Context: an optimization exercise on an open-source flow, tuned for small area. The choices shown serve that exercise and are no tape-out recipe.
Where RTL was checked, it was by simulation tests only, not by an equivalence proof against the original.
The RTL of runs 3 to 6 was laid out without a check of its function.
Power is estimated from default activity; no workload was simulated.

==> design.v <==
`timescale 1ns / 1ps
module FIFO_shift_reg_beh
#(
    parameter FIFO_width = 32,
    parameter FIFO_depth = 10                    
 )
(
    output reg [FIFO_width - 1 : 0] dataOut,
    output empty, full,
    input readEnable, writeEnable,
    input [FIFO_width - 1 : 0] dataIn,
    input enable, reset, clk
    );
    reg [FIFO_width * FIFO_depth - 1 : 0] slots;     
    reg [5:0] count;
    wire [FIFO_depth : 0] at;
    assign at[0]  = ~count[5] & ~count[0];
    assign at[1]  =  count[0] & ~count[1];
    assign at[2]  =  count[1] & ~count[2];
    assign at[3]  =  count[2] & ~count[3];
    assign at[4]  =  count[3] & ~count[4];
    assign at[5]  =  count[4] & ~count[5];
    assign at[6]  =  count[5] &  count[0];
    assign at[7]  = ~count[0] &  count[1];
    assign at[8]  = ~count[1] &  count[2];
    assign at[9]  = ~count[2] &  count[3];
    assign at[10] = ~count[3] &  count[4];
    assign empty = at[0];
    assign full  = at[FIFO_depth];
    wire doRead  = readEnable & ~empty;
    wire doWrite = writeEnable & ~full & ~doRead;
    integer i;
    wire shift = enable & ~reset & doWrite;
    wire keep  = ~(enable & doWrite);
    wire [FIFO_width * FIFO_depth - 1 : 0] slotIn = {slots[FIFO_width * (FIFO_depth - 1) - 1 : 0], dataIn};
    always @(posedge clk)
        slots <= (slotIn & {FIFO_width * FIFO_depth{shift}}) | (slots & {FIFO_width * FIFO_depth{keep}});
    reg [FIFO_width - 1 : 0] oldest;
    always @(*) begin
        oldest = {FIFO_width{1'b0}};
        for (i = 0; i < FIFO_depth; i = i + 1)
            oldest = oldest | (slots[FIFO_width * i +: FIFO_width] & {FIFO_width{at[i+1]}});
    end
    wire stepCount = enable & ~reset & (doRead | doWrite);
    wire keepCount = ~(enable & (reset | doRead | doWrite));
    wire [5:0] nextCount = doRead ? {~count[0], count[5:1]} : {count[4:0], ~count[5]};
    always @(posedge clk)
        count <= (nextCount & {6{stepCount}}) | (count & {6{keepCount}});
    wire loadOut = enable & (reset | doRead);
    always @(posedge clk)
        dataOut <= (oldest & {FIFO_width{loadOut & ~reset}}) | (dataOut & {FIFO_width{~loadOut}});
endmodule
==> flow/run.sh <==
#!/bin/bash
# The standard layout, with two changes:
#  - after the standard synthesis, the logic between its registers is replaced by the
#    hand-mapped netlist gen_netlist.py writes (the registers stay as synthesis made them);
#  - every input and output port gets the smallest buffer, sky130_fd_sc_hd__buf_1.
# Each tool's output goes to a log of its own in this folder.
set -euo pipefail
R=orfs/results/${FLOW_PLATFORM}/FIFO_shift_reg_beh/base
export BUFFER_PORTS_ARGS="-buffer_cell sky130_fd_sc_hd__buf_1"
export CTS_ARGS="-sink_clustering_enable -repair_clock_nets -sink_clustering_size 30 -sink_clustering_max_diameter 80 -buf_list sky130_fd_sc_hd__clkbuf_16 -root_buf sky130_fd_sc_hd__clkbuf_8 -tree_buf sky130_fd_sc_hd__clkbuf_8 -sink_clustering_buffer sky130_fd_sc_hd__clkbuf_16 -dont_use_dummy_load"
bash standard.sh synth > synth.log 2>&1
cp $R/1_2_yosys.v standard_1_2_yosys.v
if python3 flow/gen_netlist.py standard_1_2_yosys.v $R/1_2_yosys.v > gen_netlist.log 2>&1; then
  rm -f $R/1_synth.odb $R/1_synth.sdc
fi
bash standard.sh finish > layout.log 2>&1
==> flow/gen_netlist.py <==
#!/usr/bin/env python3
"""Write the gate netlist of FIFO_shift_reg_beh (32 x 10, Johnson-coded count) by hand.

usage: gen_netlist.py STANDARD_NETLIST OUT_NETLIST

The registers are the standard synthesis's: the same instances, names and cell types, read
from STANDARD_NETLIST. Only the logic between them is written here, as the RTL states it:
dataOut's sum of products (ten slots and its own value) becomes three a222oi, an a22oi and
a nand4 per bit, each slot's sum of products (the slot below, or its own value) an a22o, and
each count bit's a mux2i and an a2bb2o.
If the standard netlist's registers are not the ones expected, OUT_NETLIST is left as it is.
"""
import re
import sys

W, D = 32, 10
P = "sky130_fd_sc_hd__"


def main():
    std, out = sys.argv[1], sys.argv[2]
    text = open(std).read()
    regs = {}
    for m in re.finditer(r"\b" + P + r"(\w+)\s+(\\\S+|\w+)\s*\(", text):
        cell, name = m.group(1), m.group(2).lstrip("\\")
        if "df" in cell:
            stem = name.rpartition("$")[0] if "$_" in name else name
            regs[stem] = (name, cell)
    want = {f"count[{k}]": "dfxtp_1" for k in range(6)}
    want.update({f"dataOut[{b}]": "dfxtp_1" for b in range(W)})
    want.update({f"slots[{n}]": "dfxtp_1" for n in range(W * D)})
    if sorted(regs) != sorted(want) or any(regs[r][1] != want[r] for r in want):
        print("standard registers differ from the expected ones; netlist left unchanged")
        print(sorted(set(regs) ^ set(want))[:10], {c for _, c in regs.values()})
        return 1

    cells = []
    wires = []

    def cell(typ, pins):
        cells.append((typ, pins))

    def inst_name(n):
        return "\\" + n + " "

    def dff(reg, d, q):
        cells.append(("dfxtp_1", dict(CLK="clk", D=d, Q=q), inst_name(regs[reg][0])))

    def wire(n):
        wires.append(n)
        return n

    cq = [wire(f"cq{k}") for k in range(6)]
    for n in ["doRead", "doWrite", "shiftEn", "keep", "holdOut", "noLoad", "rdwr", "noStep", "keepCount", "ncq0", "ncq5"]:
        wire(n)
    cell("nor2_1", dict(A=cq[5], B=cq[0], Y="empty"))
    cell("nor2b_1", dict(A=cq[3], B_N=cq[4], Y="full"))
    cell("o21a_1", dict(A1=cq[5], A2=cq[0], B1="readEnable", X="doRead"))
    cell("nor3b_1", dict(A="full", B="doRead", C_N="writeEnable", Y="doWrite"))
    cell("and3b_1", dict(A_N="reset", B="enable", C="doWrite", X="shiftEn"))
    cell("nand2_1", dict(A="enable", B="doWrite", Y="keep"))
    cell("o21ai_0", dict(A1="reset", A2="doRead", B1="enable", Y="holdOut"))
    cell("nand3b_1", dict(A_N="reset", B="enable", C="doRead", Y="noLoad"))
    cell("or2_1", dict(A="doRead", B="doWrite", X="rdwr"))
    cell("nand3b_1", dict(A_N="reset", B="enable", C="rdwr", Y="noStep"))
    cell("o21ai_0", dict(A1="reset", A2="rdwr", B1="enable", Y="keepCount"))
    cell("inv_1", dict(A=cq[0], Y="ncq0"))
    cell("inv_1", dict(A=cq[5], Y="ncq5"))
    for k in range(6):
        up = "ncq5" if k == 0 else cq[k - 1]
        down = "ncq0" if k == 5 else cq[k + 1]
        m, d = wire(f"cm{k}"), wire(f"cd{k}")
        cell("mux2i_1", dict(A0=up, A1=down, S="doRead", Y=m))
        cell("a2bb2o_1", dict(A1_N=m, A2_N="noStep", B1=cq[k], B2="keepCount", X=d))
        dff(f"count[{k}]", d, cq[k])

    # s[k]: count == k and dataOut loads the oldest word (a read, enabled, no reset), k = 1 .. 10
    s = [None] + [wire(f"sel{k}") for k in range(1, D + 1)]
    for k in range(1, 6):
        cell("nor3b_1", dict(A=cq[k], B="noLoad", C_N=cq[k - 1], Y=s[k]))
    cell("and3b_1", dict(A_N="noLoad", B=cq[5], C=cq[0], X=s[6]))
    for k in range(7, 11):
        cell("nor3b_1", dict(A=cq[k - 7], B="noLoad", C_N=cq[k - 6], Y=s[k]))

    sq = [[wire(f"sq{i}_{b}") for b in range(W)] for i in range(D)]
    for i in range(D):
        for b in range(W):
            d = wire(f"sd{i}_{b}")
            prev = f"dataIn[{b}]" if i == 0 else sq[i - 1][b]
            cell("a22o_1", dict(A1="shiftEn", A2=prev, B1="keep", B2=sq[i][b], X=d))
            dff(f"slots[{W * i + b}]", d, sq[i][b])

    for b in range(W):
        g = [wire(f"g{j}_{b}") for j in range(4)]
        d = wire(f"od{b}")
        cell("a222oi_1", dict(A1=s[1], A2=sq[0][b], B1=s[2], B2=sq[1][b], C1=s[3], C2=sq[2][b], Y=g[0]))
        cell("a222oi_1", dict(A1=s[4], A2=sq[3][b], B1=s[5], B2=sq[4][b], C1=s[6], C2=sq[5][b], Y=g[1]))
        cell("a222oi_1", dict(A1=s[7], A2=sq[6][b], B1=s[8], B2=sq[7][b], C1=s[9], C2=sq[8][b], Y=g[2]))
        cell("a22oi_1", dict(A1=s[10], A2=sq[9][b], B1="holdOut", B2=f"dataOut[{b}]", Y=g[3]))
        cell("nand4_1", dict(A=g[0], B=g[1], C=g[2], D=g[3], Y=d))
        dff(f"dataOut[{b}]", d, f"dataOut[{b}]")

    o = []
    o.append("module FIFO_shift_reg_beh(dataOut, empty, full, readEnable, writeEnable, dataIn, enable, reset, clk);")
    o.append("  output [31:0] dataOut;\n  output empty;\n  output full;\n  input readEnable;\n  input writeEnable;")
    o.append("  input [31:0] dataIn;\n  input enable;\n  input reset;\n  input clk;")
    o.append("  wire [31:0] dataOut;\n  wire empty;\n  wire full;\n  wire readEnable;\n  wire writeEnable;")
    o.append("  wire [31:0] dataIn;\n  wire enable;\n  wire reset;\n  wire clk;")
    for w in wires:
        o.append(f"  wire {w};")
    n = 0
    for c in cells:
        typ, pins = c[0], c[1]
        name = c[2] if len(c) > 2 else f"g_{n}"
        n += 1
        conn = ", ".join(f".{p}({v})" for p, v in pins.items())
        o.append(f"  {P}{typ} {name}({conn});")
    o.append("endmodule")
    open(out, "w").write("\n".join(o) + "\n")
    print(f"wrote {out}: {len(cells)} cells")
    return 0


if __name__ == "__main__":
    sys.exit(main())
==> standard.sh <==
#!/bin/bash
# synth_recipe.tcl (not shown) runs the flow's synth.tcl, then flattens the netlist and writes it again
# the make line also repeats each setting of config.mk as NAME=value (left out here)
make -C /OpenROAD-flow-scripts/flow DESIGN_CONFIG=/design/flow/config.mk WORK_HOME=/design/flow/orfs CLKGATE_MAP_FILE= SYNTH_SCRIPT=/design/flow/synth_recipe.tcl "${@:-finish}"
==> config.mk <==
export PLATFORM = sky130hd
export DESIGN_NAME = FIFO_shift_reg_beh
export DESIGN_NICKNAME = FIFO_shift_reg_beh
export VERILOG_FILES = /design/flow/design.v
export SDC_FILE = /design/flow/constraint.sdc
export NUM_CORES = 4
export LEC_CHECK = 0
export CAP_MARGIN = 20
export CORE_MARGIN = 2
export CORE_UTILIZATION = 65
export GPL_ROUTABILITY_DRIVEN = 0
export GPL_TIMING_DRIVEN = 0
export PLACE_DENSITY = 0.8
export SLEW_MARGIN = 20
==> constraint.sdc <==
create_clock -name core_clock -period 5.0 [get_ports {clk}]
set_input_delay 1.0000 -clock core_clock [delete_from_list [all_inputs] [get_ports {clk}]]
set_output_delay 1.0000 -clock core_clock [all_outputs]
set_load 0.01 [all_outputs]
==> results of run 1 <==
-- how the worst min path moves through the flow --
stage | slack (ns) | start | end
after floorplan | 0.44 | slots[288] | slots[288]
after global placement | 0.46 | slots[289] | slots[289]
after detailed placement | 0.46 | slots[290] | slots[290]
after CTS | 0.49 | slots[290] | slots[290]
after global routing | 0.50 | slots[290] | slots[290]
final | 0.49 | slots[319] | slots[319]
-- per-stage QoR --
step / instance area (um2) / worst slack [ns] / hold slack [ns] / TNS (ns) / util, %
2_1_floorplan: 11650 / 0.1280 / 0.4432 / 0 / -
3_3_place_gp: 12190 / -1.788 / 0.4579 / -346.38 / 70.00
3_5_place_dp: 12750 / 1.297 / 0.4551 / 0 / 73.22
4_1_cts: 13090 / 1.831 / 0.4894 / 0 / 75.18
5_1_grt: 13090 / 1.613 / 0.4981 / 0 / 75.18
6_report: 13090 / 1.804 / 0.4910 / 0 / 75.18
-- state kept, by name, summed over array words and instances, names as in the netlist --
signal / cells
slots: 320
dataOut: 32
count: 6
-- per-layer routing --
layer	track usage (%)	vias up	part of all wire, %
met2	47.50	355	48
li1	-	4100	-
met4	8.844	0	2.1
met5	0	-	0
met3	4.231	53	6.4
met1	39.82	4495	44
-- cells in the final DEF (no fill, tap or decap) --
master,count
a222oi_1,96
a22o_1,320
a22oi_1,32
a2bb2o_1,6
and3b_2,1
and3b_4,1
buf_1,70
buf_12,1
buf_16,7
buf_4,24
buf_6,7
buf_8,1
clkbuf_16,12
clkbuf_8,3
dfxtp_1,358
inv_1,2
mux2i_1,6
nand2_8,1
nand3b_1,2
nand4_1,32
nor2_1,1
nor2b_1,1
nor3b_1,1
nor3b_2,9
o21a_1,1
o21ai_0,1
o21ai_4,1
or2_1,1
-- area by class of cell --
| class | instances | share of cell area [%] |
|---|---|---|
| multi-input combinational | 513 | 34.73 |
| timing repair buffer | 110 | 5.724 |
| clock buffer | 15 | 2.609 |
| inverter | 2 | 0.05733 |
| sequential | 358 | 54.73 |
| tap | 225 | 2.150 |
-- report_power, final --
group | switching [mW] | total, mW | internal [mW]
sequential | 0.132 | 3.14 | 3.01
combinational | 0.179 | 0.336 | 0.157
clock | 0.802 | 1.29 | 0.490
==> run_results.csv, run 1 <==
group,metric,value,unit
timing,fin_skew,0.01901,ns
timing,final_hold_viol_count,0,
critical_path,end_kind,"flop",
critical_path,slowest_stage,"nor3b_1",
critical_path,worst_ep_arrival_time,3.69,ns
worst_hold_path,holdPathStages,1,
critical_path,start_kind,"input pin",
critical_path,critPathMaxFanout,72,
critical_path,path_delay_family,"simple AND/OR/NAND/NOR gates",
grt,antenna_found_initial,0,
critical_path,path_cells,"buf_1 > o21a_1 > nor3b_1 > and3b_4 > buf_16 > buf_16 > a22o_1",
floorplan,io_pins,71,
clock_tree,insertion_delay,0.55,ns
clock_tree,cts_num_sinks,358,
clock_tree,max-clock-path-buffers,3,
critical_path,slowest_delay,0.74,ns
outcome,outcome,"timing/DRC/antenna clean",
timing,fmax,312.8,MHz
critical_path,r2r_end,"slots[259]",
timing,finalCritPeriodShare,63.93,%
timing,finalSetupViolations,0,
floorplan,rows,48,
critical_path,cp_common_cell,"buf_16",
placement,io_buffers,70,
clock_tree,cts_tree,"built",
grt,grt_pass1_vias,8460,
floorplan,die_h,137.8,um
layout,syn_to_final_growth,12.45,%
pwr,finalPower,4.766,mW
clock_tree,cts_hold_buf,0,
timing,slew_violations,0,
flow_run,drv_cap,0,
layout,final_nets,1037,
grt,grt_usage,28.96,%
floorplan,die_area,19000,um2
clock_tree,numCtsBuffers,15,
synth,yosysWarnings,1,
routing,vias,9003,
pwr,p_per_area,364.0,nW/um2
clock_tree,root_buffer,"clkbuf_8",
layout,n_antenna_cell,0,
timing,rsz0062_at_grt,"false",
critical_path,r2r-start,"count[0]",
critical_path,required,5.49,ns
clock_tree,path_clk_slew,0.10,ns
routing,drc,0,
critical_path,crit_path_end,"slots[259]",
layout,seq_area,7167,um2
layout,fill_cells,1162,
clock_tree,post_cts_buffers,0,
synth,synth.avg_cell_area,13.34,um2
routing,first_iter_violations,1302,
timing,maxSlewHeadroom,37.52,%
routing,detail-route-antenna-nets,0,
floorplan,core,17420,um2
grt,grt_pass1_wl,44440,um
synth,synthCells,873,
routing,wl_per_cell,23.04,um
timing,fin_crit,3.196,ns
critical_path,path_depth,7,
timing,tightest_slew,0.9331,ns
floorplan,die-width,137.8,um
routing,via_per_inst,7.361,
critical_path,rrSetupSlack,1.83,ns
routing,first_pass_iters,8,
pwr,irDropWorstVdd,287.5,uV
critical_path,crit_type,"in2reg",
grt,grt_max_degree,134,
floorplan,initial_core_util,66.85,%
layout,multiInputGateArea,4547,um2
synth,synthesis.nets,910,
critical_path,crit_start,"readEnable",
placement,hpwlAfterDp,17970,um
routing,drt_wl_total,28170,um
critical_path,worst-path-buf-inv,3,
worst_hold_path,hp-class,"reg2reg",
clock_tree,htreeDepth,1,
layout,final-instance-count-excl-fill,1223,
pwr,power_leakage,4.837,nW
clock_tree,cts_resized,0,
grt,overflow,0,
synth,syn_area,11640,um2
critical_path,worstRegToRegCells,6,
placement,post-place-cells,1208,
layout,drive_above_1_share,6.814,%
==> run 2: changes to the inputs <==
--- a/flow/run.sh
+++ b/flow/run.sh
@@ -9,3 +9,3 @@
 export BUFFER_PORTS_ARGS="-buffer_cell sky130_fd_sc_hd__buf_1"
-export CTS_ARGS="-sink_clustering_enable -repair_clock_nets -sink_clustering_size 30 -sink_clustering_max_diameter 80 -buf_list sky130_fd_sc_hd__clkbuf_16 -root_buf sky130_fd_sc_hd__clkbuf_8 -tree_buf sky130_fd_sc_hd__clkbuf_8 -sink_clustering_buffer sky130_fd_sc_hd__clkbuf_16 -dont_use_dummy_load"
+export CTS_ARGS="-sink_clustering_enable -repair_clock_nets -sink_clustering_size 30 -sink_clustering_max_diameter 80 -buf_list sky130_fd_sc_hd__clkbuf_16 -root_buf sky130_fd_sc_hd__clkbuf_4 -tree_buf sky130_fd_sc_hd__clkbuf_4 -sink_clustering_buffer sky130_fd_sc_hd__clkbuf_16 -dont_use_dummy_load"
 bash standard.sh synth > synth.log 2>&1
--- a/config.mk
+++ b/config.mk
@@ -10,4 +10,2 @@
 export CORE_UTILIZATION = 65
-export GPL_ROUTABILITY_DRIVEN = 0
-export GPL_TIMING_DRIVEN = 0
 export PLACE_DENSITY = 0.8
==> run_results.csv, run 2 <==
group,metric,value,unit
outcome,outcome,"timing/DRC/antenna clean",
clock_tree,cts_tree,"built",
timing,slew_violations,0,
placement,post-place-cells,1187,
layout,final_nets,1016,
clock_tree,cts_resized,0,
synth,synth.avg_cell_area,13.34,um2
timing,final_hold_viol_count,0,
floorplan,io_pins,71,
grt,grt_pass1_vias,8513,
clock_tree,path_clk_slew,0.11,ns
pwr,irDropWorstVdd,306.7,uV
floorplan,die_h,137.8,um
layout,reg_top3,"slots (320), dataOut (32), count (6)",
floorplan,die-width,137.8,um
routing,wl_per_cell,23.84,um
clock_tree,cts_num_sinks,358,
layout,final_cell_mix,"358 x dfxtp_1, 320 x a22o_1, 96 x a222oi_1",
timing,maxSlewHeadroom,34.52,%
clock_tree,max-clock-path-buffers,3,
floorplan,initial_core_util,66.85,%
clock_tree,htreeDepth,1,
synth,synthesis.nets,910,
timing,finalSetupViolations,0,
layout,drive_above_1_share,4.811,%
timing,fmax,312.5,MHz
timing,tightest_slew,0.9823,ns
critical_path,worstRegToRegCells,5,
timing,fin_crit,3.200,ns
critical_path,worst_ep_arrival_time,3.78,ns
timing,finalCritPeriodShare,64.01,%
timing,rsz0062_at_grt,"false",
critical_path,path_delay_family,"simple AND/OR/NAND/NOR gates",
critical_path,crit_type,"reg2reg",
pwr,sequentialPowerShare,66.5,%
worst_hold_path,hp-class,"reg2reg",
critical_path,worst-path-buf-inv,1,
pwr,power.internal,3.605,mW
routing,detail-route-antenna-nets,0,
clock_tree,cts_hold_buf,0,
critical_path,path_cells,"o21a_1 > nor3b_1 > nand2_8 > buf_4 > a22o_1",
grt,antenna_found_initial,1,
routing,via_per_inst,7.495,
floorplan,rows,48,
layout,largest_register_ffs,320,
flow_run,drv_cap,0,
routing,drt_wl_total,28680,um
routing,first_iter_violations,1329,
floorplan,die_area,19000,um2
pwr,combPwrFrac,6.7,%
timing,tns,0,ns
placement,io_buffers,70,
timing,fin_skew,0.01384,ns
routing,first_pass_iters,8,
pwr,p_per_area,369.7,nW/um2
clock_tree,numCtsBuffers,15,
layout,syn_to_final_growth,9.682,%
synth,syn_area,11640,um2
pwr,power_leakage,4.661,nW
critical_path,end_kind,"flop",
clock_tree,post_cts_buffers,0,
critical_path,slowest_stage,"nor3b_1",
layout,layout_commonest_cell,"dfxtp_1",
routing,drc,0,
pwr,power_frac_clock,26.8,%
placement,place.gp.congestion,0.8017,
routing,vias,9017,
clock_tree,insertion_delay,0.69,ns
critical_path,slowest_delay,0.70,ns
worst_hold_path,holdPathStages,1,
pwr,p_sw,1.117,mW
clock_tree,root_buffer,"clkbuf_4",
critical_path,path_depth,5,
grt,grt_usage,29.33,%
grt,overflow,0,
grt,grt_max_degree,132,
synth,yosysWarnings,1,
pwr,switching_share,23.66,%
placement,hpwlAfterDp,15360,um
critical_path,start_kind,"flop",
critical_path,required,5.58,ns
floorplan,core,17420,um2
layout,top_register,"slots",
synth,synthCells,873,
grt,grt_pass1_wl,44950,um
critical_path,critPathMaxFanout,131,
layout,final-instance-count-excl-fill,1203,
[run 2: changes by cell type in the layout (fill, tap and decap cells not counted), sizes merged]
cell	previous run	this run
buf	110	89
diode	0	1
[run 2: path summary, 6_finish.rpt]
kind / slack, ns / endpoint / start
worst max-delay path: 1.80 / slots[9] / count[5]
worst min-delay path: 0.49 / slots[289] / slots[289]
worst max register to register: 1.80 / slots[9] / count[5]
worst min register to register: 0.49 / slots[289] / slots[289]
[run 2: final cells by class]
class / count / area (um2)
diodes: 1 / 2.502
clock buffers: 15 / 322.8
fillers: 1208 / 4646
inverters: 2 / 7.507
multi-input cells: 513 / 4547
flip-flops and latches: 358 / 7167
well taps: 225 / 281.5
repair buffers: 89 / 442.9
[run 2: power groups by stage]
| stage | Clock, mW | Sequential (mW) | Combinational, mW |
|---|---|---|---|
| 2_1_floorplan | 0 | 3.16 | 0.230 |
| 3_3_place_gp | 0 | 3.18 | 0.296 |
| 3_5_place_dp | 0 | 3.19 | 0.315 |
| 4_1_cts | 1.28 | 3.13 | 0.317 |
| 5_1_grt | 1.37 | 3.16 | 0.347 |
| 6_report | 1.26 | 3.14 | 0.318 |
[run 2: stage by stage]
| step | util (%) | area [um2] | hold slack [ns] | power [mW] | setup WS [ns] |
|---|---|---|---|---|---|
| finish | 73.33 | 12770 | 0.4881 | 4.722 | 1.800 |
| global route | 73.33 | 12770 | 0.5077 | 4.877 | 1.649 |
| CTS | 73.31 | 12770 | 0.4872 | 4.730 | 1.900 |
| detailed placement | 71.46 | 12450 | 0.4592 | 3.509 | 1.346 |
| global placement | 71.46 | 12450 | 0.4573 | 3.479 | 1.484 |
| floorplan | - | 11650 | 0.4432 | 3.392 | 0.1280 |
[run 2: per-layer routing]
layer | routed length, um | global-route usage [%] | part of all wire, %
met1 | 12410 | 41.10 | 43
met2 | 13630 | 47.14 | 48
met3 | 2173 | 4.268 | 7.6
met4 | 475 | 9.127 | 1.7
met5 | 0 | 0 | 0
==> run 3: changes to the inputs <==
==> design.v (replaced) <==
`timescale 1ns / 1ps
module FIFO_shift_reg_beh
#(
    parameter FIFO_width = 32,
    parameter FIFO_depth = 10
 )
(
    output reg [FIFO_width - 1 : 0] dataOut,
    output empty, full,
    input readEnable, writeEnable,
    input [FIFO_width - 1 : 0] dataIn,
    input enable, reset, clk
    );
    reg [FIFO_width - 1 : 0] slot [0 : FIFO_depth - 1];
    reg [FIFO_depth : 0] level;                  
    assign empty = level[0];
    assign full  = level[FIFO_depth];
    wire doRead  = readEnable & ~empty;
    wire doWrite = writeEnable & ~full & ~doRead;
    integer i;
    always @(posedge clk)
        if (enable & ~reset & doWrite) begin
            slot[0] <= dataIn;
            for (i = 1; i < FIFO_depth; i = i + 1)
                slot[i] <= slot[i-1];
        end
    reg [FIFO_width - 1 : 0] oldest;
    always @(*) begin
        oldest = {FIFO_width{1'b0}};
        for (i = 0; i < FIFO_depth; i = i + 1)
            oldest = oldest | (slot[i] & {FIFO_width{level[i+1]}});
    end
    always @(posedge clk)
        if (enable) begin
            if (reset) begin
                level <= 1;
                dataOut <= {FIFO_width{1'b0}};
            end else if (doRead) begin
                level <= level >> 1;
                dataOut <= oldest;
            end else if (doWrite)
                level <= level << 1;
        end
endmodule
==> run.sh (new file) <==
#!/bin/bash
# synth_recipe.tcl (not shown) runs the flow's synth.tcl, then flattens the netlist and writes it again
# the make line also repeats each setting of config.mk as NAME=value (left out here)
make -C /OpenROAD-flow-scripts/flow DESIGN_CONFIG=/design/flow/config.mk WORK_HOME=/design/flow/orfs CLKGATE_MAP_FILE= SYNTH_SCRIPT=/design/flow/synth_recipe.tcl finish
--- a/config.mk
+++ b/config.mk
@@ -9,4 +9,4 @@
 export CORE_MARGIN = 2
-export CORE_UTILIZATION = 65
-export PLACE_DENSITY = 0.8
+export CORE_UTILIZATION = 40
+export PLACE_DENSITY = 0.6
 export SLEW_MARGIN = 20
removed: flow/run.sh
removed: flow/gen_netlist.py
removed: standard.sh
==> run_results.csv, run 3 <==
group,metric,value,unit
layout,layout_commonest_cell,"edfxtp_1",
pwr,p_per_area,420.4,nW/um2
critical_path,path_cells,"clkdlybuf4s50_1",
timing,fin_skew,0.01682,ns
critical_path,worst-path-buf-inv,1,
synth,async_flop_share,0,%
pwr,power.internal,5.069,mW
timing,rsz0062_at_grt,"false",
critical_path,end_kind,"output pin",
floorplan,initial_core_util,40.39,%
pwr,power_leakage,4.843,nW
layout,fin_area,15290,um2
synth,synth_edf_count,363,
layout,drive_above_1_share,11.56,%
floorplan,die-width,184.6,um
grt,overflow,0,
timing,finalSetupViolations,0,
routing,drc,0,
synth,ys_seq_area_share,83.59,%
synth,synth.most_common_cell,"edfxtp_1",
timing,timing.final.ws_setup,2.079,ns
placement,dp_slack,1.552,ns
timing,tightest_slew,1.065,ns
outcome,outcome,"timing/DRC/antenna clean",
timing,fmax,342.4,MHz
clock_tree,htreeDepth,2,
routing,first_iter_violations,642,
layout,final_cell_mix,"363 x edfxtp_1, 69 x clkdlybuf4s50_1, 59 x a22o_1",
timing,finalCritPeriodShare,58.42,%
floorplan,core,32290,um2
layout,reg_top3,"slot (320), dataOut (32), level (11)",
grt,grt_pass1_vias,6897,
floorplan,rows,66,
layout,fill_cells,2645,
synth,synthesis.nets,674,
critical_path,critPathMaxFanout,12,
grt,antenna_found_initial,1,
synth,synth_cell_types,21,
synth,yosysTopAreaCellShare,83.59,%
critical_path,worst_ep_arrival_time,1.92,ns
timing,fin_crit,2.921,ns
placement,post-place-cells,1118,
grt,grt_max_degree,148,
clock_tree,cts_tree,"built",
synth,synth_area_leaders,"edfxtp_1 84%, a22o_1 4.0%, a221oi_1 3.6%",
routing,drt_wl_total,28480,um
routing,first_pass_iters,5,
worst_hold_path,hp-class,"reg2reg",
clock_tree,numCtsBuffers,38,
layout,top_register,"slot",
placement,io_buffers,70,
grt,grt_usage,16.59,%
placement,hpwlAfterDp,14740,um
synth,synth.top_cells.by_count,"363 x edfxtp_1, 59 x a22o_1, 53 x a221oi_1, 32 x a22oi_1, 32 x a31oi_1",
synth,synth_seq_cells,363,
clock_tree,cts_resized,0,
timing,final_hold_viol_count,0,
synth,synth_ff_type,"edfxtp_1",
synth,yosysTopAreaCell,"edfxtp_1",
layout,largest_register_ffs,320,
layout,final_nets,753,
layout,n_antenna_cell,0,
critical_path,path_delay_family,"flip-flops",
synth,synth.avg_cell_area,20.47,um2
timing,slew_violations,0,
floorplan,io_pins,71,
floorplan,die_h,184.6,um
layout,syn_to_final_growth,17.24,%
clock_tree,root_buffer,"clkbuf_16",
critical_path,required,4.00,ns
grt,grt_pass1_wl,42510,um
placement,place.gp.congestion,0.7738,
synth,yosysWarnings,2,
layout,final-instance-count-excl-fill,1186,
pwr,combPwrFrac,4.4,%
clock_tree,cts_num_sinks,363,
timing,maxSlewHeadroom,28.97,%
synth,synthCells,637,
layout,final_util,47.35,%
pwr,sequentialPowerShare,54.1,%
critical_path,start_kind,"flop",
pwr,switching_share,21.13,%
pwr,irDropWorstVdd,258.4,uV
critical_path,crit_type,"reg2out",
clock_tree,post_cts_buffers,0,
synth,syn_area,13040,um2
clock_tree,path_clk_slew,0.06,ns
routing,via_per_inst,5.791,
timing,worst_hold_slack,0.4484,ns
pwr,power_frac_clock,41.5,%
critical_path,slowest_stage,"edfxtp_1",
clock_tree,cts_hold_buf,0,
routing,detail-route-antenna-nets,0,
pwr,p_sw,1.358,mW
critical_path,slowest_delay,0.75,ns
floorplan,die_area,34060,um2
routing,vias,6868,
clock_tree,insertion_delay,0.52,ns
clock_tree,max-clock-path-buffers,3,
flow_run,drv_cap,0,
placement,dpl_cell_area,14130,um2
routing,wl_per_cell,24.01,um
run 3: cells by family (layout without fill, tap and decap cells):
group | Yosys count | after routing | share of synthesized area, %
AOI/OAI and AO/OA | 203 | 203 | 13.01
DFF | 363 | 363 | 83.59
and+or+nand+nor | 24 | 24 | 0.8252
buffers and inverters | 47 | 154 | 2.571
run 3: per-layer routing:
metal | wire length (um) | global-route usage, % | part of all wire [%]
met3 | 2195 | 3.023 | 7.7
met1 | 12350 | 23.65 | 43
met4 | 533 | 4.512 | 1.9
met5 | 13 | 0 | 0.046
met2 | 13390 | 26.30 | 47
run 3: final timing paths:
check	end	slack (ns)	cells past startpoint	from
worst max-delay path	full	2.08	1	level[10]
worst min-delay path	slot[3][15]	0.45	0	slot[2][15]
worst max register to register	slot[0][5]	2.44	3	level[10]
worst min register to register	slot[3][15]	0.45	0	slot[2][15]
run 3: cell type report:
cell class	count	area, um2	share of cell area (%)
Clock buffer	48	1010	6.604
Timing Repair Buffer	86	840.8	5.500
Sequential cell	363	10900	71.30
Multi-Input combinational cell	227	1834	12.00
Tap cell	442	553.0	3.617
Clock inverter	20	150.1	0.9821
run 3: power by group through the flow:
stage / Clock, mW / Sequential, mW / Combinational, mW
floorplan: 0 / 3.51 / 0.187
global placement: 0 / 3.54 / 0.278
detailed placement: 0 / 3.54 / 0.284
CTS: 2.72 / 3.48 / 0.284
global route: 2.84 / 3.48 / 0.303
finish: 2.67 / 3.48 / 0.282
run 3: through the flow:
stage	total power, mW	setup TNS [ns]
after detailed placement	3.825	0
after CTS	6.488	0
after global routing	6.626	0
final	6.427	0
after global placement	3.816	0
after floorplan	3.702	-2169.10
==> run 4: changes to the inputs <==
--- a/config.mk
+++ b/config.mk
@@ -10,2 +10,5 @@
 export CORE_UTILIZATION = 40
+export CTS_BUF_LIST = sky130_fd_sc_hd__clkbuf_16
+export CTS_CLUSTER_DIAMETER = 80
+export CTS_CLUSTER_SIZE = 30
 export PLACE_DENSITY = 0.6
==> run_results.csv, run 4 <==
group,metric,value,unit
synth,yosysTopAreaCellShare,83.59,%
synth,synth_cell_types,21,
synth,yosysWarnings,2,
synth,synth_ff_type,"edfxtp_1",
clock_tree,htreeDepth,1,
synth,synth.top_cells.by_count,"363 x edfxtp_1, 59 x a22o_1, 53 x a221oi_1, 32 x a22oi_1, 32 x a31oi_1",
pwr,p_per_area,360.6,nW/um2
layout,final_cell_mix,"363 x edfxtp_1, 69 x clkdlybuf4s50_1, 59 x a22o_1",
placement,dp_slack,1.552,ns
routing,detail-route-antenna-nets,0,
timing,finalCritPeriodShare,58.68,%
critical_path,r2r-start,"level[10]",
timing,maxSlewHeadroom,27.10,%
worst_hold_path,min_from,"slot[4][29]",
synth,synth_area_leaders,"edfxtp_1 84%, a22o_1 4.0%, a221oi_1 3.6%",
synth,yosysTopAreaCell,"edfxtp_1",
layout,top_register,"slot",
routing,via_per_inst,5.839,
routing,vias,6651,
clock_tree,cts_hold_buf,0,
clock_tree,numCtsBuffers,16,
critical_path,required,4.00,ns
clock_tree,post_cts_buffers,0,
critical_path,slowest_delay,0.77,ns
synth,synth_seq_cells,363,
placement,place.gp.congestion,0.7738,
critical_path,critPathMaxFanout,12,
synth,synthCells,637,
critical_path,end_kind,"output pin",
floorplan,die_area,34060,um2
clock_tree,max-clock-path-buffers,3,
critical_path,path_cells,"clkdlybuf4s50_1",
timing,worst_hold_slack,0.4433,ns
timing,fin_crit,2.934,ns
layout,reg_top3,"slot (320), dataOut (32), level (11)",
layout,n_antenna_cell,0,
synth,synth.avg_cell_area,20.47,um2
floorplan,initial_core_util,40.39,%
pwr,finalPower,5.260,mW
grt,grt_pass1_vias,6637,
layout,syn_to_final_growth,11.86,%
synth,synth.most_common_cell,"edfxtp_1",
critical_path,crit_type,"reg2out",
timing,fin_skew,0.01986,ns
grt,overflow,0,
routing,first_iter_violations,630,
outcome,outcome,"timing/DRC/antenna clean",
synth,ys_seq_area_share,83.59,%
timing,tightest_slew,1.093,ns
critical_path,worst-path-buf-inv,1,
timing,tns,0,ns
timing,final_hold_viol_count,0,
grt,grt_max_degree,148,
floorplan,die_h,184.6,um
clock_tree,cts_resized,0,
timing,slew_violations,0,
placement,hpwlAfterDp,14740,um
critical_path,start_kind,"flop",
routing,drt_wl_total,27540,um
critical_path,path_delay_family,"flip-flops",
critical_path,slowest_stage,"edfxtp_1",
layout,largest_register_ffs,320,
grt,antenna_found_initial,1,
clock_tree,cts_tree,"built",
pwr,power_leakage,4.501,nW
timing,finalSetupViolations,0,
pwr,irDropWorstVdd,226.6,uV
layout,drive_above_1_share,7.891,%
grt,grt_usage,15.96,%
layout,layout_commonest_cell,"edfxtp_1",
clock_tree,insertion_delay,0.51,ns
routing,first_pass_iters,5,
timing,rsz0062_at_grt,"false",
critical_path,worst_ep_arrival_time,1.93,ns
synth,synth_edf_count,363,
timing,timing.final.ws_setup,2.066,ns
routing,wl_per_cell,24.18,um
floorplan,die-width,184.6,um
clock_tree,root_buffer,"clkbuf_16",
layout,final_nets,731,
synth,syn_area,13040,um2
floorplan,rows,66,
grt,grt_pass1_wl,40960,um
flow_run,drv_cap,0,
clock_tree,cts_num_sinks,363,
synth,async_flop_share,0,%
worst_hold_path,hp-class,"reg2reg",
clock_tree,path_clk_slew,0.10,ns
timing,fmax,340.8,MHz
placement,io_buffers,70,
critical_path,crit_start,"level[10]",
floorplan,io_pins,71,
synth,synthesis.nets,674,
floorplan,core,32290,um2
routing,drc,0,
layout,fill_cells,2709,
## run 4: changes by cell type in the layout (fill, tap and decap cells not counted), sizes merged
cell,before,now
bufinv,2,0
clkinv,15,1
clkbuf,48,17
## run 4: cells by family (layout without fill, tap and decap cells)
kind of cell | Yosys count | count (layout) | share of synthesized area [%]
compound gates | 203 | 203 | 13.01
buf+inv | 47 | 107 | 2.571
flops | 363 | 363 | 83.59
simple gates | 24 | 24 | 0.8252
## run 4: final timing paths
kind	to	cells after the start	slack, ns
worst max-delay path	full	1	2.07
worst min register to register	slot[5][29]	0	0.44
worst max register to register	slot[6][2]	3	2.45
worst min-delay path	slot[5][29]	0	0.44
## run 4: cell type report
| type | count | area, um2 | share of cell area, % |
|---|---|---|---|
| clock buffer | 17 | 425.4 | 2.916 |
| tap | 442 | 553.0 | 3.791 |
| sequential | 363 | 10900 | 74.73 |
| timing repair buffer | 86 | 840.8 | 5.764 |
| clock inverter | 4 | 32.53 | 0.2230 |
| multi-input combinational | 227 | 1834 | 12.58 |
## run 4: metal layers
metal  share of wire (%)  vias up  wire length [um]  global-route usage, %
li1                    -     2823                 -                      -
met1                  44     3518             12070                  22.80
met2                  48      273             13240                  26.24
met3                 6.7       35              1855                  2.233
met5               0.047        -                13                      0
met4                 1.3        2               355                  3.360
## run 4: stage by stage
stage	cell area, um2	cells	util (%)
floorplan	13070	637	-
global placement	14130	1118	43.76
detailed placement	14130	1118	43.76
CTS	14590	1139	45.18
global route	14590	1139	45.18
finish	14590	1139	45.18
## run 4: where the power goes
group	internal (mW)	switching (mW)	total (mW)
registers	3.40	0.0719	3.47
logic	0.125	0.156	0.281
clock network	0.630	0.876	1.51
==> run 5: changes to the inputs <==
--- a/config.mk
+++ b/config.mk
@@ -10,5 +10,5 @@
 export CORE_UTILIZATION = 40
-export CTS_BUF_LIST = sky130_fd_sc_hd__clkbuf_16
-export CTS_CLUSTER_DIAMETER = 80
-export CTS_CLUSTER_SIZE = 30
+export CTS_BUF_LIST = sky130_fd_sc_hd__clkbuf_8
+export CTS_CLUSTER_DIAMETER = 50
+export CTS_CLUSTER_SIZE = 18
 export PLACE_DENSITY = 0.6
==> run_results.csv, run 5 <==
group,metric,value,unit
timing,tightest_slew,1.071,ns
timing,finalSetupViolations,0,
synth,yosysWarnings,2,
worst_hold_path,hp-class,"reg2reg",
synth,synth_ff_type,"edfxtp_1",
timing,fin_crit,3.020,ns
synth,synth_seq_cells,363,
flow_run,drv_cap,0,
critical_path,crit_type,"reg2out",
critical_path,slowest_stage,"edfxtp_1",
routing,drt_wl_total,28130,um
layout,reg_top3,"slot (320), dataOut (32), level (11)",
floorplan,initial_core_util,40.39,%
synth,synth_area_leaders,"edfxtp_1 84%, a22o_1 4.0%, a221oi_1 3.6%",
floorplan,die_h,184.6,um
critical_path,end_kind,"output pin",
timing,finalCritPeriodShare,60.41,%
timing,final_hold_viol_count,0,
timing,fmax,331.1,MHz
worst_hold_path,whs_endpoint,"slot[4][1]",
placement,hpwlAfterDp,14740,um
timing,slew_violations,0,
timing,rsz0062_at_grt,"false",
placement,dpl_cell_area,14130,um2
floorplan,die-width,184.6,um
timing,tns,0,ns
synth,ys_seq_area_share,83.59,%
timing,worst_hold_slack,0.4471,ns
floorplan,die_area,34060,um2
clock_tree,post_cts_buffers,0,
clock_tree,numCtsBuffers,30,
critical_path,path_delay_family,"flip-flops",
clock_tree,max-clock-path-buffers,3,
layout,largest_register_ffs,320,
synth,synth_edf_count,363,
grt,grt_usage,16.27,%
routing,drc,0,
routing,vias,6739,
routing,wl_per_cell,24.00,um
worst_hold_path,min_from,"slot[3][1]",
synth,synth.most_common_cell,"edfxtp_1",
timing,fin_skew,0.03982,ns
floorplan,rows,66,
synth,synthesis.nets,674,
critical_path,rrSetupSlack,2.43,ns
grt,grt_pass1_wl,41720,um
worst_hold_path,holdPathStages,0,
clock_tree,cts_num_sinks,363,
layout,n_antenna_cell,0,
layout,syn_to_final_growth,13.44,%
placement,place.gp.congestion,0.7738,
synth,yosysTopAreaCell,"edfxtp_1",
critical_path,path_cells,"clkdlybuf4s50_1",
clock_tree,htreeDepth,1,
critical_path,critPathMaxFanout,12,
routing,first_pass_iters,5,
routing,first_iter_violations,562,
clock_tree,cts_hold_buf,0,
grt,overflow,0,
pwr,irDropWorstVdd,213.9,uV
layout,final_cell_mix,"363 x edfxtp_1, 69 x clkdlybuf4s50_1, 59 x a22o_1",
critical_path,r2r_end,"slot[2][9]",
synth,synth_cell_types,21,
layout,drive_above_1_share,11.64,%
clock_tree,path_clk_slew,0.10,ns
critical_path,slowest_delay,0.76,ns
critical_path,r2r-start,"level[10]",
outcome,outcome,"timing/DRC/antenna clean",
critical_path,required,4.00,ns
pwr,finalPower,5.566,mW
routing,detail-route-antenna-nets,0,
clock_tree,cts_tree,"built",
layout,top_register,"slot",
floorplan,core,32290,um2
grt,antenna_found_initial,1,
layout,final-instance-count-excl-fill,1172,
synth,synthCells,637,
grt,grt_max_degree,148,
critical_path,start_kind,"flop",
pwr,p_per_area,376.3,nW/um2
layout,final_nets,745,
placement,post-place-cells,1118,
critical_path,worst-path-buf-inv,1,
clock_tree,cts_resized,0,
pwr,power_leakage,4.605,nW
grt,grt_pass1_vias,6733,
critical_path,worstRegToRegCells,3,
layout,layout_commonest_cell,"edfxtp_1",
synth,synth.top_cells.by_count,"363 x edfxtp_1, 59 x a22o_1, 53 x a221oi_1, 32 x a22oi_1, 32 x a31oi_1",
clock_tree,root_buffer,"clkbuf_8",
synth,syn_area,13040,um2
clock_tree,insertion_delay,0.62,ns
critical_path,worst_ep_arrival_time,2.02,ns
timing,maxSlewHeadroom,28.63,%
placement,io_buffers,70,
synth,async_flop_share,0,%
routing,via_per_inst,5.750,
floorplan,io_pins,71,
layout,fin_area,14790,um2
synth,yosysTopAreaCellShare,83.59,%
synth,synth.avg_cell_area,20.47,um2
run 5: cell types whose count changed in the layout (fill, tap and decap cells not counted), sizes merged:
cell	change
clkbuf	+14
inv	+9
clkinvlp	+5
bufinv	+3
clkinv	+2
run 5: through the flow:
| stage | setup WS [ns] | utilization, % |
|---|---|---|
| 2_1_floorplan | -6.778 | - |
| 3_3_place_gp | 1.603 | 43.76 |
| 3_5_place_dp | 1.552 | 43.76 |
| 4_1_cts | 1.951 | 45.81 |
| 5_1_grt | 1.927 | 45.81 |
| 6_report | 1.980 | 45.81 |
run 5: power by group:
part           total [mW]  internal, mW  switching [mW]
sequential           3.47          3.40          0.0724
combinational       0.282         0.125           0.156
clock                1.81         0.773            1.04
run 5: area by class of cell:
type                    instances  area (um2)
clock inverters                23       237.7
multi-input cells             227        1834
clock buffers                  31       426.7
repair buffers                 86       840.8
flip-flops and latches        363       10900
fillers                      2708       17500
well taps                     442       553.0
run 5: worst max path at each step:
stage	start	to	slack [ns]	depth (start not counted)
after floorplan	readEnable	slot[0][0]	-6.78	3
after global placement	readEnable	dataOut[14]	1.60	5
after detailed placement	readEnable	dataOut[14]	1.55	5
after CTS	level[10]	full	1.95	1
after global routing	level[10]	full	1.93	1
final	level[10]	full	1.98	1
run 5: kinds of logic (layout without fill, tap and decap cells):
group                  count (synthesis)  count (layout)  share of synthesized area, %
buffers and inverters                 47             140                         2.571
AOI/OAI and AO/OA                    203             203                         13.01
and+or+nand+nor                       24              24                        0.8252
DFF                                  363             363                         83.59
run 5: per-layer routing:
metal | track usage (%) | up-vias | wire (um)
li1 | - | 2866 | -
met1 | 23.21 | 3501 | 12140
met2 | 26.66 | 325 | 13300
met3 | 2.253 | 45 | 2103
met4 | 3.712 | 2 | 565
met5 | 0 | - | 13
run 5: worst reg2reg max path, stage by stage, from the launching register on:
cell and delay, ns:
edfxtp_1 0.67, nand2b_1 0.31, nor4b_4 0.48, buf_12 0.60
==> run 6: changes to the inputs <==
==> flow/run.sh (new file) <==
#!/bin/bash
# The standard layout, with the smallest buffer on every input and output port
# instead of the one buffer_ports picks by itself.
set -euo pipefail
export BUFFER_PORTS_ARGS="-buffer_cell sky130_fd_sc_hd__buf_1"
bash standard.sh finish > standard.log 2>&1
==> standard.sh (new file) <==
#!/bin/bash
# synth_recipe.tcl (not shown) runs the flow's synth.tcl, then flattens the netlist and writes it again
# the make line also repeats each setting of config.mk as NAME=value (left out here)
make -C /OpenROAD-flow-scripts/flow DESIGN_CONFIG=/design/flow/config.mk WORK_HOME=/design/flow/orfs CLKGATE_MAP_FILE= SYNTH_SCRIPT=/design/flow/synth_recipe.tcl "${@:-finish}"
removed: run.sh
==> run_results.csv, run 6 <==
group,metric,value,unit
flow_run,drv_cap,0,
layout,final_util,44.42,%
synth,synth_edf_count,363,
clock_tree,post_cts_buffers,0,
layout,final_nets,745,
worst_hold_path,holdPathStages,0,
placement,io_buffers,70,
routing,drc,0,
timing,finalCritPeriodShare,53.95,%
grt,grt_pass1_vias,6767,
grt,grt_usage,16.14,%
timing,worst_hold_slack,0.4421,ns
clock_tree,insertion_delay,0.63,ns
worst_hold_path,whs_endpoint,"slot[8][24]",
placement,hpwlAfterDp,13760,um
layout,layout_commonest_cell,"edfxtp_1",
clock_tree,max-clock-path-buffers,3,
synth,synth.avg_cell_area,20.47,um2
routing,drt_wl_total,27690,um
timing,final_hold_viol_count,0,
synth,synth_area_leaders,"edfxtp_1 84%, a22o_1 4.0%, a221oi_1 3.6%",
critical_path,rrSetupSlack,2.67,ns
critical_path,start_kind,"flop",
routing,detail-route-antenna-nets,0,
timing,rsz0062_at_grt,"false",
routing,first_iter_violations,574,
grt,grt_pass1_wl,41550,um
grt,overflow,0,
critical_path,crit_type,"reg2out",
floorplan,die_h,184.6,um
grt,antenna_found_initial,0,
clock_tree,cts_hold_buf,0,
worst_hold_path,hp-class,"reg2reg",
synth,synthCells,637,
layout,final_cell_mix,"363 x edfxtp_1, 69 x buf_1, 59 x a22o_1",
critical_path,path_delay_family,"buffers and inverters",
synth,synthesis.nets,674,
clock_tree,cts_tree,"built",
timing,finalSetupViolations,0,
pwr,power_leakage,4.410,nW
floorplan,rows,66,
critical_path,end_kind,"output pin",
timing,maxSlewHeadroom,35.46,%
synth,ys_seq_area_share,83.59,%
timing,tightest_slew,0.9681,ns
floorplan,io_pins,71,
synth,syn_area,13040,um2
worst_hold_path,min_from,"slot[7][24]",
clock_tree,cts_resized,0,
floorplan,core,32290,um2
clock_tree,numCtsBuffers,30,
layout,n_antenna_cell,0,
layout,syn_to_final_growth,9.998,%
routing,wl_per_cell,23.62,um
timing,slew_violations,0,
placement,place.gp.congestion,0.7263,
routing,via_per_inst,5.639,
floorplan,die-width,184.6,um
critical_path,worst_ep_arrival_time,1.70,ns
critical_path,worst-path-buf-inv,2,
clock_tree,root_buffer,"clkbuf_8",
synth,yosysWarnings,2,
layout,largest_register_ffs,320,
critical_path,r2r_end,"dataOut[5]",
critical_path,slowest_stage,"buf_4",
floorplan,die_area,34060,um2
synth,synth.top_cells.by_count,"363 x edfxtp_1, 59 x a22o_1, 53 x a221oi_1, 32 x a22oi_1, 32 x a31oi_1",
routing,vias,6609,
pwr,finalPower,5.487,mW
synth,async_flop_share,0,%
synth,synth.most_common_cell,"edfxtp_1",
routing,first_pass_iters,5,
clock_tree,htreeDepth,1,
clock_tree,cts_num_sinks,363,
timing,fin_skew,0.03330,ns
layout,drive_above_1_share,11.92,%
synth,yosysTopAreaCellShare,83.59,%
critical_path,critPathMaxFanout,34,
synth,synth_seq_cells,363,
synth,synth_ff_type,"edfxtp_1",
synth,synth_cell_types,21,
pwr,irDropWorstVdd,247.3,uV
layout,reg_top3,"slot (320), dataOut (32), level (11)",
timing,fin_crit,2.697,ns
floorplan,initial_core_util,40.39,%
synth,yosysTopAreaCell,"edfxtp_1",
outcome,outcome,"timing/DRC/antenna clean",
critical_path,path_cells,"buf_4 > buf_1",
timing,fmax,370.7,MHz
critical_path,required,4.00,ns
critical_path,r2r-start,"level[0]",
pwr,p_per_area,382.5,nW/um2
clock_tree,path_clk_slew,0.10,ns
grt,grt_max_degree,190,
critical_path,worstRegToRegCells,4,
critical_path,slowest_delay,0.50,ns
layout,top_register,"slot",
==> run 6: cell types whose count changed in the layout (fill, tap and decap cells not counted) <==
cell,previous run,this run
buf_1,0,69
buf_2,1,0
bufinv_16,3,2
clkbuf_2,0,1
clkdlybuf4s50_1,69,0
clkinv_1,2,1
clkinv_2,1,4
clkinv_4,0,3
inv_1,3,2
inv_6,8,3
inv_8,0,2
==> run 6: final cells by class <==
type,instances,area (um2)
clock inverters,23,220.2
fillers,2761,17940
multi-input cells,227,1834
repair buffers,86,409.1
flip-flops and latches,363,10900
clock buffers,31,426.7
well taps,442,553.0
==> run 6: routing by layer <==
metal	up-vias	wire length, um	share of wire, %	global-route usage [%]
met2	275	13110	47	26.23
met1	3423	12000	43	22.40
met3	43	2031	7.3	3.300
met4	0	546	2.0	4.000
met5	-	0	0	0
li1	2868	-	-	-
==> run 6: kinds of logic (layout without fill, tap and decap cells) <==
kind of cell           after synthesis  after routing  synth area share [%]
buffers and inverters               47            140                 2.571
flip-flops                         363            363                 83.59
AO/OA/AOI/OAI                      203            203                 13.01
AND/OR/NAND/NOR                     24             24                0.8252
==> run 6: how the worst max path moves through the flow <==
stage          startpoint           to  slack (ns)  depth (start not counted)
2_1_floorplan  readEnable   slot[0][0]       -6.78                          3
3_3_place_gp   readEnable   dataOut[9]        1.98                          5
3_5_place_dp   readEnable  dataOut[10]        1.98                          5
4_1_cts         level[10]         full        2.25                          2
5_1_grt         level[10]         full        2.22                          2
6_report        level[10]         full        2.30                          2
==> run 6: power by group <==
part           leakage (nW)  switching [mW]  total (mW)  internal, mW
clock network         0.325            1.05        1.77         0.725
logic                 0.767           0.187       0.276        0.0888
registers              3.32          0.0368        3.44          3.40
==> run 6: worst register-to-register path: stages, from the launching register on <==
cell	delay, ns
edfxtp_1	0.47
nor2b_4	0.29
nor2_1	0.15
nor2b_4	0.72
buf_4	0.37
==> run 6: through the flow <==
stage,TNS (ns),worst slack [ns],instances,area (um2)
after floorplan,-2169.10,-6.778,637,13070
after global placement,0,1.985,1118,13700
after detailed placement,0,1.978,1118,13700
after CTS,0,2.253,1172,14340
after global routing,0,2.222,1172,14340
final,0,2.303,1172,14340

==> static timing again, ports no longer ideal <==
Ports are ideal in the flow. The routed layouts listed here were re-timed in OpenROAD.
Step 1 sets driving cells, clkbuf_16 on the clock port and buf_2 on the other inputs (assumed; they add their load-dependent delay and slew).
Step 2 adds t to the input delays and takes it off the output delays; t is the mean of the earliest and latest rising clock arrival at the registers after step 1. Input paths then give back, and output paths get back, about the clock's delay inside the block.
a / b / c = no drivers / after step 1 / after step 2; a / b = the first two.
| run | t (ns) | slack for setup (ns) | worst register clock-pin slew, ns | worst data-port slew with drivers (ns) |
|---|---|---|---|---|
| run 1 | 0.576 | 1.804 / 1.817 / 1.241 | 0.11 / 0.11 | 0.04 |
| run 2 | 0.722 | 1.800 / 1.800 / 1.226 | 0.11 / 0.11 | 0.04 |
| run 3 | 0.554 | 2.079 / 2.032 / 1.569 | 0.06 / 0.06 | 0.06 |
| run 4 | 0.551 | 2.066 / 2.018 / 1.569 | 0.11 / 0.11 | 0.06 |
| run 5 | 0.641 | 1.980 / 1.935 / 1.601 | 0.11 / 0.11 | 0.06 |
| run 6 | 0.651 | 2.303 / 2.262 / 1.974 | 0.11 / 0.11 | 0.07 |
After both steps setup and hold are still met in every run listed. The setup slack of run 2, which loses most, moves by 0.000 ns with the drivers and by -0.574 ns with both steps.
